This design comes from an exercise in tuning for small area, a short achievable clock period and few clock cycles per item on the open sky130 flow, not from production work.
No functional check of the RTL was part of any run shown here.

`flow/design.v`:
```
module hyperbolic_exp_cordic (
    input rstn,
    input clk,
    input signed [NUM_W - 1:0] z0,
    input in_valid,
    output in_ready,
    output reg signed [NUM_W - 1:0] w,
    output reg out_valid,
    input out_ready
);
    localparam NUM_W = 16;
    wire adv = !out_valid || out_ready;
    assign in_ready = adv;
    function [15:0] w_init(input [5:0] d);
        case (d)
            6'd0: w_init = 16'd48582;
            6'd1: w_init = 16'd16192;
            6'd2: w_init = 16'd29148;
            6'd3: w_init = 16'd9715;
            6'd4: w_init = 16'd37787;
            6'd5: w_init = 16'd12595;
            6'd6: w_init = 16'd22672;
            6'd7: w_init = 16'd7557;
            6'd8: w_init = 16'd42867;
            6'd9: w_init = 16'd14289;
            6'd10: w_init = 16'd25721;
            6'd11: w_init = 16'd8573;
            6'd12: w_init = 16'd33342;
            6'd13: w_init = 16'd11114;
            6'd14: w_init = 16'd20005;
            6'd15: w_init = 16'd6669;
            6'd16: w_init = 16'd42867;
            6'd17: w_init = 16'd14289;
            6'd18: w_init = 16'd25720;
            6'd19: w_init = 16'd8572;
            6'd20: w_init = 16'd33342;
            6'd21: w_init = 16'd11114;
            6'd22: w_init = 16'd20005;
            6'd23: w_init = 16'd6668;
            6'd24: w_init = 16'd37824;
            6'd25: w_init = 16'd12608;
            6'd26: w_init = 16'd22695;
            6'd27: w_init = 16'd7565;
            6'd28: w_init = 16'd29421;
            6'd29: w_init = 16'd9807;
            6'd30: w_init = 16'd17651;
            6'd31: w_init = 16'd5885;
            6'd32: w_init = 16'd45638;
            6'd33: w_init = 16'd15212;
            6'd34: w_init = 16'd27382;
            6'd35: w_init = 16'd9127;
            6'd36: w_init = 16'd35497;
            6'd37: w_init = 16'd11833;
            6'd38: w_init = 16'd21298;
            6'd39: w_init = 16'd7099;
            6'd40: w_init = 16'd40269;
            6'd41: w_init = 16'd13423;
            6'd42: w_init = 16'd24163;
            6'd43: w_init = 16'd8055;
            6'd44: w_init = 16'd31322;
            6'd45: w_init = 16'd10442;
            6'd46: w_init = 16'd18793;
            6'd47: w_init = 16'd6265;
            6'd48: w_init = 16'd40269;
            6'd49: w_init = 16'd13423;
            6'd50: w_init = 16'd24162;
            6'd51: w_init = 16'd8054;
            6'd52: w_init = 16'd31322;
            6'd53: w_init = 16'd10442;
            6'd54: w_init = 16'd18793;
            6'd55: w_init = 16'd6264;
            6'd56: w_init = 16'd35532;
            6'd57: w_init = 16'd11844;
            6'd58: w_init = 16'd21321;
            6'd59: w_init = 16'd7107;
            6'd60: w_init = 16'd27639;
            6'd61: w_init = 16'd9213;
            6'd62: w_init = 16'd16583;
            6'd63: w_init = 16'd5529;
            default: w_init = 16'd0;
        endcase
    endfunction
    reg v0;
    reg [15:0] z_0;
    reg [3:0] dc_0;   
    wire [14:0] s0_u = z0[14:0] ^ {15{z0[15]}};
    wire s0_e1 = (s0_u < 15'd9000);
    wire s0_e2 = (s0_e1 ? (s0_u < 15'd4815) : (s0_u < 15'd13185));
    wire s0_e3 = (s0_e1 ? (s0_e2 ? (s0_u < 15'd2756) : (s0_u < 15'd6874)) : (s0_e2 ? (s0_u < 15'd11126) : (s0_u < 15'd15244)));
    wire s0_e4 = (s0_e1 ? (s0_e2 ? (s0_e3 ? (s0_u < 15'd1731) : (s0_u < 15'd3781)) : (s0_e3 ? (s0_u < 15'd5849) : (s0_u < 15'd7899))) : (s0_e2 ? (s0_e3 ? (s0_u < 15'd10101) : (s0_u < 15'd12151)) : (s0_e3 ? (s0_u < 15'd14219) : (s0_u < 15'd16269))));
    always @(posedge clk) if (!rstn) v0 <= 1'b0; else if (adv) v0 <= in_valid;
    always @(posedge clk) if (adv) begin z_0 <= z0; dc_0 <= {s0_e4, s0_e3, s0_e2, s0_e1} ^ {4{z0[15]}}; end
    function [15:0] c5(input [4:0] d);   
        case (d)
            5'd0: c5 = 16'd48242;
            5'd1: c5 = 16'd706;
            5'd2: c5 = 16'd56612;
            5'd3: c5 = 16'd9076;
            5'd4: c5 = 16'd52360;
            5'd5: c5 = 16'd4824;
            5'd6: c5 = 16'd60730;
            5'd7: c5 = 16'd13194;
            5'd8: c5 = 16'd50292;
            5'd9: c5 = 16'd2756;
            5'd10: c5 = 16'd58662;
            5'd11: c5 = 16'd11126;
            5'd12: c5 = 16'd54410;
            5'd13: c5 = 16'd6874;
            5'd14: c5 = 16'd62780;
            5'd15: c5 = 16'd15244;
            5'd16: c5 = 16'd50292;
            5'd17: c5 = 16'd2756;
            5'd18: c5 = 16'd58662;
            5'd19: c5 = 16'd11126;
            5'd20: c5 = 16'd54410;
            5'd21: c5 = 16'd6874;
            5'd22: c5 = 16'd62780;
            5'd23: c5 = 16'd15244;
            5'd24: c5 = 16'd52342;
            5'd25: c5 = 16'd4806;
            5'd26: c5 = 16'd60712;
            5'd27: c5 = 16'd13176;
            5'd28: c5 = 16'd56460;
            5'd29: c5 = 16'd8924;
            5'd30: c5 = 16'd64830;
            5'd31: c5 = 16'd17294;
            default: c5 = 16'd0;
        endcase
    endfunction
    reg v2;
    reg [15:0] w_2;
    reg [9:0] d_2;
    wire [4:0] s1_dp = {dc_0, z_0[15]};   
    wire [15:0] s4_z5 = z_0 + c5(s1_dp);
    wire s4_sg = s4_z5[15];
    wire s4_ok = s4_z5[15:10] == {6{s4_sg}};
    wire [10:0] s4_d = s4_ok ? {s4_z5[1], ~s4_z5[1], ~s4_z5[2], ~s4_z5[3], ~s4_z5[4], ~s4_z5[5], ~s4_z5[6], ~s4_z5[7], ~s4_z5[8], ~s4_z5[9], s4_sg} : {11{s4_sg}};   
    always @(posedge clk) if (!rstn) v2 <= 1'b0; else if (adv) v2 <= v0;
    always @(posedge clk) if (adv) begin w_2 <= w_init({s4_d[0], s1_dp}); d_2 <= s4_d[10:1]; end
    reg v3;
    reg [15:0] w_3;
    reg [8:0] d_3;
    always @(posedge clk) if (!rstn) v3 <= 1'b0; else if (adv) v3 <= v2;
    always @(posedge clk) if (adv) begin w_3 <= w_2 + ({16{d_2[0]}} ^ (w_2 >> 6)) + d_2[0]; d_3 <= d_2[9:1]; end
    reg v4;
    reg [15:0] w_4;
    reg [7:0] d_4;
    always @(posedge clk) if (!rstn) v4 <= 1'b0; else if (adv) v4 <= v3;
    always @(posedge clk) if (adv) begin w_4 <= w_3 + ({16{d_3[0]}} ^ (w_3 >> 7)) + d_3[0]; d_4 <= d_3[8:1]; end
    reg v5;
    reg [15:0] w_5;
    reg [6:0] d_5;
    always @(posedge clk) if (!rstn) v5 <= 1'b0; else if (adv) v5 <= v4;
    always @(posedge clk) if (adv) begin w_5 <= w_4 + ({16{d_4[0]}} ^ (w_4 >> 8)) + d_4[0]; d_5 <= d_4[7:1]; end
    reg v6;
    reg [15:0] w_6;
    reg [5:0] d_6;
    always @(posedge clk) if (!rstn) v6 <= 1'b0; else if (adv) v6 <= v5;
    always @(posedge clk) if (adv) begin w_6 <= w_5 + ({16{d_5[0]}} ^ (w_5 >> 9)) + d_5[0]; d_6 <= d_5[6:1]; end
    reg v7;
    reg [15:0] w_7;
    reg [4:0] d_7;
    always @(posedge clk) if (!rstn) v7 <= 1'b0; else if (adv) v7 <= v6;
    always @(posedge clk) if (adv) begin w_7 <= w_6 + ({16{d_6[0]}} ^ (w_6 >> 10)) + d_6[0]; d_7 <= d_6[5:1]; end
    reg v8;
    reg [15:0] w_8;
    reg [3:0] d_8;
    always @(posedge clk) if (!rstn) v8 <= 1'b0; else if (adv) v8 <= v7;
    always @(posedge clk) if (adv) begin w_8 <= w_7 + ({16{d_7[0]}} ^ (w_7 >> 11)) + d_7[0]; d_8 <= d_7[4:1]; end
    reg v9;
    reg [15:0] w_9;
    reg [2:0] d_9;
    always @(posedge clk) if (!rstn) v9 <= 1'b0; else if (adv) v9 <= v8;
    always @(posedge clk) if (adv) begin w_9 <= w_8 + ({16{d_8[0]}} ^ (w_8 >> 12)) + d_8[0]; d_9 <= d_8[3:1]; end
    reg v10;
    reg [15:0] w_10;
    reg [1:0] d_10;
    always @(posedge clk) if (!rstn) v10 <= 1'b0; else if (adv) v10 <= v9;
    always @(posedge clk) if (adv) begin w_10 <= w_9 + ({16{d_9[0]}} ^ (w_9 >> 13)) + d_9[0]; d_10 <= d_9[2:1]; end
    reg v11;
    reg [15:0] w_11;
    reg [0:0] d_11;
    always @(posedge clk) if (!rstn) v11 <= 1'b0; else if (adv) v11 <= v10;
    always @(posedge clk) if (adv) begin w_11 <= w_10 + ({16{d_10[0]}} ^ (w_10 >> 13)) + d_10[0]; d_11 <= d_10[1:1]; end
    always @(posedge clk) if (!rstn) out_valid <= 1'b0; else if (adv) out_valid <= v11;
    always @(posedge clk) if (adv) w <= w_11 + ({16{d_11[0]}} ^ (w_11 >> 14)) + d_11[0];
endmodule
```
`flow/run.sh`:
```
#!/bin/bash
# synth_recipe.tcl (not shown) runs the flow's synth.tcl, then flattens the netlist and writes it again
# the make line also repeats each setting of config.mk as NAME=value (left out here)
make -C /OpenROAD-flow-scripts/flow DESIGN_CONFIG=/design/flow/config.mk WORK_HOME=/design/flow/orfs CLKGATE_MAP_FILE= SYNTH_SCRIPT=/design/flow/synth_recipe.tcl finish
```
`flow/config.mk`:
```
export PLATFORM = sky130hd
export DESIGN_NAME = hyperbolic_exp_cordic
export DESIGN_NICKNAME = hyperbolic_exp_cordic
export VERILOG_FILES = /design/flow/design.v
export SDC_FILE = /design/flow/constraint.sdc
export NUM_CORES = 4
export LEC_CHECK = 0
export CAP_MARGIN = 20
export CORE_MARGIN = 2
export CORE_UTILIZATION = 40
export SETUP_SLACK_MARGIN = 2.5
export SLEW_MARGIN = 20
```
`flow/constraint.sdc`:
```
create_clock -name core_clock -period 5.5 [get_ports {clk}]
set_input_delay 1.1000 -clock core_clock [delete_from_list [all_inputs] [get_ports {clk}]]
set_output_delay 1.1000 -clock core_clock [all_outputs]
set_load 0.01 [all_outputs]
```
==> results by group, run 1 <==
Die
  – Initial Utilization: 40.3%
  – Die height: ~220 microns
  – Site Rows: 78
  – Die ar.: 47200 sq um
  – Die W: ~220 microns
  – I/O pin cnt: 38
  – Placeable Area: roughly 45000 sq um

STA
  – Fin crit period: 3.51 ns
  – Setup_tns: 0 ns
  – Final setup margin: 1.99 ns
  – Worst Max-Slew Pin Slew: 1.04 ns
  – Setup violators final: 0
  – Max_slew headroom: 30.9%
  – Layout Skew: 0.0124 ns
  – Unrepaired setup endpoints after global routing: yes
  – Fin. Hold Viols: 0
  – Max Clk Rate: 285 MHz
  – Final period util: a little under two thirds
  – Slew Limit Fails: 0

GRT
  – Global-route usage over all layers: approximately 19%
  – Largest net degree at the start of global routing: 89
  – Global-route wire length before repair: 70.3 mm
  – Number of global-route vias before repair: around 14000
  – Initial antenna violation count: 1
  – Gr ovfl total: 0

Cells and area
  – Non-Filler Instances: 2529
  – Final nets: 2112
  – Final instance area: 23400 sq um
  – Share of cells above drive strength 1: 29.0%
  – Fill cells: 3895
  – Ant. Diodes: 0
  – Area growth syn-to-layout: 28.8%

CTS
  – Htree depth: 2
  – Num CTS Buffers: 34
  – Root buffer cell: clkbuf_16
  – CTS Sinks: 276
  – Latest clock arrival within the worst-skew pair: 0.54 ns
  – Maximum clock path buffer count: 3
  – Hold_buf cts: 0
  – TritonCTS clock tree: done
  – Clk pin slew, worst setup/hold paths: 0.06 ns

Synthesis
  – Ys Warns: 1
  – Seq/Total Area, Yosys: 44.1%
  – Yosys top cell by area: edfxtp_1
  – Post-synth EDFFs: 250
  – Mapped Area: 18200 sq um
  – Syn Area/Cell: 10.7 sq um
  – Mapped Nets: 1905
  – Main area contributors after synthesis: edfxtp_1, ha_1, xnor2_1
  – Ys flop type: edfxtp_1
  – Ys async rst share: 0%
  – Yosys top cell area share: 41.3%
  – Gate Count Post-Synth: 1698
  – Synth cell types: 98
  – #FFs+latches synth: 276

Setup path
  – CP Launch Point: z_0[1]
  – CP Cell Sequence: ha_2 -> fa_2 -> a21oi_2 -> o21bai_2 -> a2111oi_4 -> o31ai_2 -> o41ai_2 -> buf_4 -> mux2i_4 -> a2111oi_2 -> buf_4 -> maj3_2 -> mux2i_1 -> a21oi_1
  – R2r endpoint: w_2[13]
  – Worst stage delay on the critical path: 0.44 ns
  – Setup crit start kind: flop
  – CP Data Arrival Time: approximately 3.8 ns
  – Worst setup path endpoint: w_2[13]
  – Max FO, Critical Path: 3
  – Slowest-stage cell, CP: edfxtp_1
  – Worst Path Required: approximately 5.8 ns
  – CP dominant cell by count: buf_4
  – Launch point of the worst reg-to-reg path: z_0[1]
  – Critical Setup Path Class: reg -> reg
  – R2R Setup Slk: 1.99 ns
  – R2r worst-path depth: 14
  – Worst setup EP type: flop

Route
  – Vias: 13700
  – Routed WL: 44.6 mm
  – DR WL/cell: roughly 18 microns
  – Final routed DRC violation total: 0
  – DR iter-0 viols: 774
  – DRT Pass-1 Iters: 5
  – DRT antenna net count: 0
  – Vias per cell: 5.42

Place
  – DPL Wire Length: ~29 mm
  – Post-Place Cell Area: 19600 sq um
  – Setup WS pre-CTS: 0.837 ns
  – I/O Buffers: 37
  – Placed cell count: between 2000 and 2500
  – Routability cong.: 0.869

Worst hold path
  – Worst min path class: reg -> reg

Job
  – Number of max-cap violations: 0

Run status
  – Status: no timing/DRC/antenna violations
cell families after synthesis:
logic type | synth area share, %
compound gates | 18.2
xor+xnor | 9.33
fa+ha+maj | 13.4
buf+inv | 3.16
flops | 44.1
mux | 1.55
simple gates | 10.3
synthesized netlist by cell type (all sizes together) (10+ instances only):
| cell type | count |
|---|---|
| nand3 | 43 |
| fa | 11 |
| o21ai | 91 |
| a21oi | 144 |
| nand2 | 125 |
| dfxtp | 26 |
| xnor2 | 141 |
| nor2 | 89 |
| inv | 77 |
| mux2i | 12 |
| o21bai | 41 |
| o21a | 10 |
| nand2b | 12 |
| o211ai | 24 |
| o2111ai | 12 |
| a21boi | 12 |
| clkbuf | 34 |
| a31oi | 18 |
| edfxtp | 250 |
| buf | 24 |
| mux2 | 12 |
| ha | 176 |
| o41ai | 12 |
| or2 | 10 |
| a21o | 38 |
| and2 | 16 |
| nor3 | 44 |
| a31o | 12 |
| a211oi | 15 |
| xor2 | 52 |
critical path, delay by kind of cell (launching register included):
kind,cells,cell delay [ns]
AOI/OAI and AO/OA,7,1.08
muxes,2,0.43
DFF,1,0.44
adders and majority gates,3,0.92
buffers and inverters,2,0.36
final cells by class:
class | instances | area [sq um] | area share [%]
Sequential cell | 276 | 8030 | 34.3
Inverter | 80 | 322 | 1.37
Tap cell | 600 | 751 | 3.20
Timing Repair inverter | 3 | 26.3 | 0.112
Multi-Input combinational cell | 1286 | 11200 | 47.9
Clock buffer | 39 | 890 | 3.80
Timing Repair Buffer | 224 | 2000 | 8.55
Clock inverter | 21 | 198 | 0.843
layer usage:
metal,routed length [microns],share of wire (%),track usage (%),vias to the layer above
met5,10,0.022,0,-
met4,1870,4.2,8.29,2
li1,-,-,-,6767
met1,19300,43,23.2,6569
met2,22000,49,31.7,254
met3,1430,3.2,2.91,105
stage by stage:
step / utilization, % / hold WS, ns
2_1_floorplan: - / 0.400
3_3_place_gp: 43.6 / 0.401
3_5_place_dp: 43.6 / 0.405
4_1_cts: 49.7 / 0.411
5_1_grt: 52.0 / 0.421
6_report: 52.0 / 0.411
flip-flops by register name (all words and copies together), names as in the netlist, 2 cells and up:
name                                            flops
w                                                  16
w_10                                               16
w_11                                               16
w_2                                                16
w_3                                                16
w_4                                                16
w_5                                                16
w_6                                                16
w_7                                                16
w_8                                                16
w_9                                                16
z_0                                                15
c5$func$/design/flow/design.v:134$5470.$result     14
d_2                                                10
d_3                                                 9
d_4                                                 8
d_5                                                 7
d_6                                                 6
d_7                                                 5
d_8                                                 4
dc_0                                                4
d_9                                                 3
d_10                                                2
what timing repair did:
action,in CTS,in global routing
hold endpoints to repair,0,0
pin swaps,103,125
buffers inserted,109,63
cloned,8,0
setup endpoints to repair,219,74
resized for setup,255,115
worst min-delay path by stage:
stage	startpoint	end	slack, ns	depth (start not counted)
floorplan	d_9[1]	d_10[0]	0.40	0
global placement	d_6[1]	d_7[0]	0.40	0
detailed placement	d_10[1]	d_11	0.40	0
CTS	d_5[4]	d_6[3]	0.41	0
global route	d_6[3]	d_7[2]	0.42	0
finish	d_5[4]	d_6[3]	0.41	0
layout by cell type (no fill, tap or decap), types with 9 or more instances in the layout:
cell,n
and2_1,15
inv_1,75
a21oi_1,62
edfxtp_1,250
o21ai_2,21
fa_2,11
buf_6,29
o21ai_0,57
ha_1,147
o21ai_1,13
nor2_1,81
clkbuf_16,34
a21boi_0,11
mux2_4,10
nor3_1,38
o21bai_1,34
a21oi_2,79
nand2b_1,10
nand2_1,121
buf_4,157
clkdlybuf4s50_1,19
mux2i_1,9
ha_4,25
xnor2_1,138
nand3_1,43
a31o_2,11
o211ai_1,23
xor2_1,46
o2111ai_1,9
a21o_1,38
dfxtp_1,26
==> run 2, diff against run 1 <==
--- a/flow/config.mk
+++ b/flow/config.mk
@@ -7,6 +7,6 @@
 export LEC_CHECK = 0
 export CAP_MARGIN = 20
 export CORE_MARGIN = 2
-export CORE_UTILIZATION = 40
+export CORE_UTILIZATION = 60
 export SETUP_SLACK_MARGIN = 2.5
 export SLEW_MARGIN = 20
==> run 2 against run 1 <==
Sequential share of layout area down 0.13 points. Register-to-register slack got worse by 0.05 ns. Flip-flop and latch count is the same. Clock skew up 0.011 ns. Routed wire length barely moved. Non-clock buffer count increased by 27. Global-route usage is 8.3 points higher. Critical path type unchanged. Area after synthesis unchanged. First-iteration DRC count increased by 36%. Utilization increased by 27 points. Clock-buffer cell count up 1.
==> results by group, run 2 <==
Synthesis
  – Most common cell in the netlist: edfxtp_1
  – Synth cell count leaders: edfxtp_1, ha_1, a21oi_1, xnor2_1, nand2_1
  – #FFs+latches synth: 276 (unchanged)
  – Ys flop type: edfxtp_1
  – Post-synth EDFFs: 250 (unchanged)
  – Synth cell types: 98 (unchanged)
  – Seq/Total Area, Yosys: 44.1% (unchanged)
  – Ys Warns: 1 (unchanged)
  – Yosys top cell area share: 41.3% (unchanged)
  – Mapped Nets: 1905 (unchanged)
  – Syn Area/Cell: 10.7 sq um (unchanged)
  – Ys async rst share: 0% (unchanged)
  – Gate Count Post-Synth: 1698 (unchanged)
  – Mapped Area: 18200 sq um (unchanged)
  – Yosys top cell by area: edfxtp_1
  – Main area contributors after synthesis: edfxtp_1, ha_1, xnor2_1

Route
  – Vias: 14100 (+3.3%)
  – DRT antenna net count: 0 (unchanged)
  – Vias per cell: 6.04 (+12%)
  – DRT Pass-1 Iters: 5 (unchanged)
  – DR iter-0 viols: 1049 (+36%)
  – DR WL/cell: 19.0 microns (+8.0%)
  – Final routed DRC violation total: 0 (unchanged)
  – Routed WL: 44.6 mm (about the same)

STA
  – Unrepaired setup endpoints after global routing: yes
  – Setup violators final: 0 (unchanged)
  – Final setup margin: 1.95 ns (-0.0468 ns)
  – Worst Max-Slew Pin Slew: 1.04 ns (+0.00599 ns)
  – WHS: 0.408 ns (-0.00309 ns)
  – Layout Skew: 0.0238 ns (+0.0114 ns)
  – Fin. Hold Viols: 0 (unchanged)
  – Setup_tns: 0 ns (unchanged)
  – Max_slew headroom: 30.5% (-0.40 points)
  – Max Clk Rate: 282 MHz (-1.3%)
  – Final period util: 64.6% (+0.85 points)
  – Fin crit period: 3.55 ns (+0.0468 ns)
  – Slew Limit Fails: 0 (unchanged)

CTS
  – Num CTS Buffers: 31 (-8.8%)
  – Maximum clock path buffer count: 3 (unchanged)
  – Latest clock arrival within the worst-skew pair: 0.56 ns (+0.02 ns)
  – Htree depth: 1 (-1)
  – Clk pin slew, worst setup/hold paths: 0.06 ns (about the same)
  – TritonCTS clock tree: done
  – CTS Sinks: 276 (unchanged)
  – Root buffer cell: clkbuf_16

Setup path
  – Worst stage delay on the critical path: 0.40 ns (-0.04 ns)
  – CP Cell Sequence: ha_2 -> fa_2 -> a21oi_4 -> o21bai_4 -> a2111oi_4 -> o31ai_2 -> o41ai_2 -> mux2i_1 -> a2111oi_2 -> buf_4 -> buf_4 -> buf_6 -> buf_12 -> a2111oi_4 -> a21oi_2
  – R2r worst-path depth: 15 (+1)
  – Worst setup path endpoint: w_2[9]
  – Setup crit start kind: flop
  – CP Launch Point: z_0[1]
  – Launch point of the worst reg-to-reg path: z_0[1]
  – Slowest-stage cell, CP: edfxtp_1
  – Worst Path Required: 5.80 ns (+0.03 ns)
  – R2r endpoint: w_2[9]
  – Max FO, Critical Path: 8 (+5)
  – Worst setup EP type: flop
  – Critical Setup Path Class: reg -> reg
  – CP Data Arrival Time: 3.85 ns (+0.07 ns)
  – R2R Setup Slk: 1.95 ns (-0.05 ns)

Run status
  – Status: no timing/DRC/antenna violations

Cells and area
  – Share of cells above drive strength 1: 30.3% (+1.3 points)
  – Area growth syn-to-layout: 29.4%
  – Commonest non-fill, non-tap cell in the layout: edfxtp_1
  – Final nets: 2135 (+1.1%)
  – Fin util: 79.2% (+27 points)
  – Most frequent cells in the layout: edfxtp_1, buf_4, ha_1, xnor2_1, nand2_1
  – Ant. Diodes: 0 (unchanged)

GRT
  – Number of global-route vias before repair: 13700 (+1.1%)
  – Global-route usage over all layers: 26.9% (+8.3 points)
  – Initial antenna violation count: 0 (-1)
  – Global-route wire length before repair: 68.7 mm (-2.2%)
  – Gr ovfl total: 0 (unchanged)
  – Largest net degree at the start of global routing: 193 (+120%)

Job
  – Number of max-cap violations: 0 (unchanged)

Die
  – Die height: 178 microns (-18%)
  – Site Rows: 63 (-19%)
  – Initial Utilization: 61.2% (+21 points)
  – Placeable Area: 29700 sq um (-34%)
  – I/O pin cnt: 38 (unchanged)
  – Die ar.: 31700 sq um (-33%)
  – Die W: 178 microns (-18%)

Worst hold path
  – Worst min path class: reg -> reg

Place
  – DPL Wire Length: 26.6 mm (-6.8%)
  – Setup WS pre-CTS: 0.796 ns (-0.0402 ns)
  – I/O Buffers: 37 (unchanged)
  – Routability cong.: 0.921 (+6.0%)
run 2: metrics by stage:
| step | instances | cell area (sq um) |
|---|---|---|
| final | 2341 | 23500 |
| after global routing | 2341 | 23500 |
| after CTS | 2265 | 22200 |
| after detailed placement | 2080 | 19400 |
| after global placement | 2080 | 19400 |
| after floorplan | 1698 | 18800 |
run 2: worst max-delay path: cells and delay by family, from the launching register on:
family	cells	cell delay [ns]
flip-flops	1	0.40
AO/OA/AOI/OAI	8	1.43
multiplexers	1	0.33
adder cells (fa/ha/maj)	2	0.59
buffers and inverters	4	0.55
run 2: logic make-up after synthesis:
logic type | count (synthesis) | share of synthesized area (%)
muxes | 25 | 1.55
buffers and inverters | 138 | 3.16
and+or+nand+nor | 387 | 10.3
adders and majority gates | 188 | 13.4
DFF | 276 | 44.1
xor gates and xnor gates | 193 | 9.33
AOI/OAI and AO/OA | 491 | 18.2
run 2: layer usage:
layer / vias to the layer above / GRT usage, % / part of all wire (%)
li1: 6812 / - / -
met1: 6865 / 35.0 / 43
met2: 375 / 47.9 / 51
met3: 97 / 2.43 / 3.5
met4: 0 / 7.55 / 2.6
met5: - / 0 / 0
run 2: repair_timing:
item                       in CTS  in global routing
setup endpoints to repair      98                 79
pin swaps                     103                139
hold buffers                    0                  0
gates cloned                   12                  1
gates resized for setup       231                151
setup buffers                 117                 75
run 2: how the worst min path moves through the flow:
stage	startpoint	endpoint	cells after the start
floorplan	d_9[1]	d_10[0]	0
global placement	d_6[1]	d_7[0]	0
detailed placement	d_5[5]	d_6[4]	0
CTS	d_6[3]	d_7[2]	0
global route	d_6[3]	d_7[2]	0
finish	d_6[3]	d_7[2]	0
run 2: cell type report:
class                      count  area, sq um
clock buffer                  40          830
multi-input combinational   1286        11400
timing repair buffer         251         2310
clock inverter                16          161
sequential                   276         8030
timing repair inverter         2         17.5
inverter                      80          334
fill                        1801         6190
tap                          390          488

## what the ideal ports hide
In the flow no input, the clock included, has a driving cell. The finished layouts below were timed again as built, in two steps. Step 1 sets driving cells, clkbuf_16 on the clock port and buf_2 on the other inputs (assumed; they add their load-dependent delay and slew). Step 2 moves the port delays by t, midway between the first and last clock arrival at a register: inputs arrive t later, outputs are due t later. That takes back most of the time a late clock gives input paths. Three values: no drivers, after step 1, after step 2; two values: the first two.
| run | t (ns) | slack for setup (ns) | worst hold slack (ns) | worst setup path at the end | latest minus earliest clock arrival (ns) |
|---|---|---|---|---|---|
| run 1 | 0.592 | 1.994 / 1.994 / 1.474 | 0.411 / 0.411 / 0.411 | input to register | 0.016 / 0.016 |
| run 2 | 0.599 | 1.948 / 1.948 / 1.356 | 0.408 / 0.408 / 0.408 | input to register | 0.024 / 0.023 |
After both steps setup and hold are still met in every run listed. The setup slack of run 2, which loses most, moves by 0.000 ns with the drivers and by -0.592 ns with both steps.
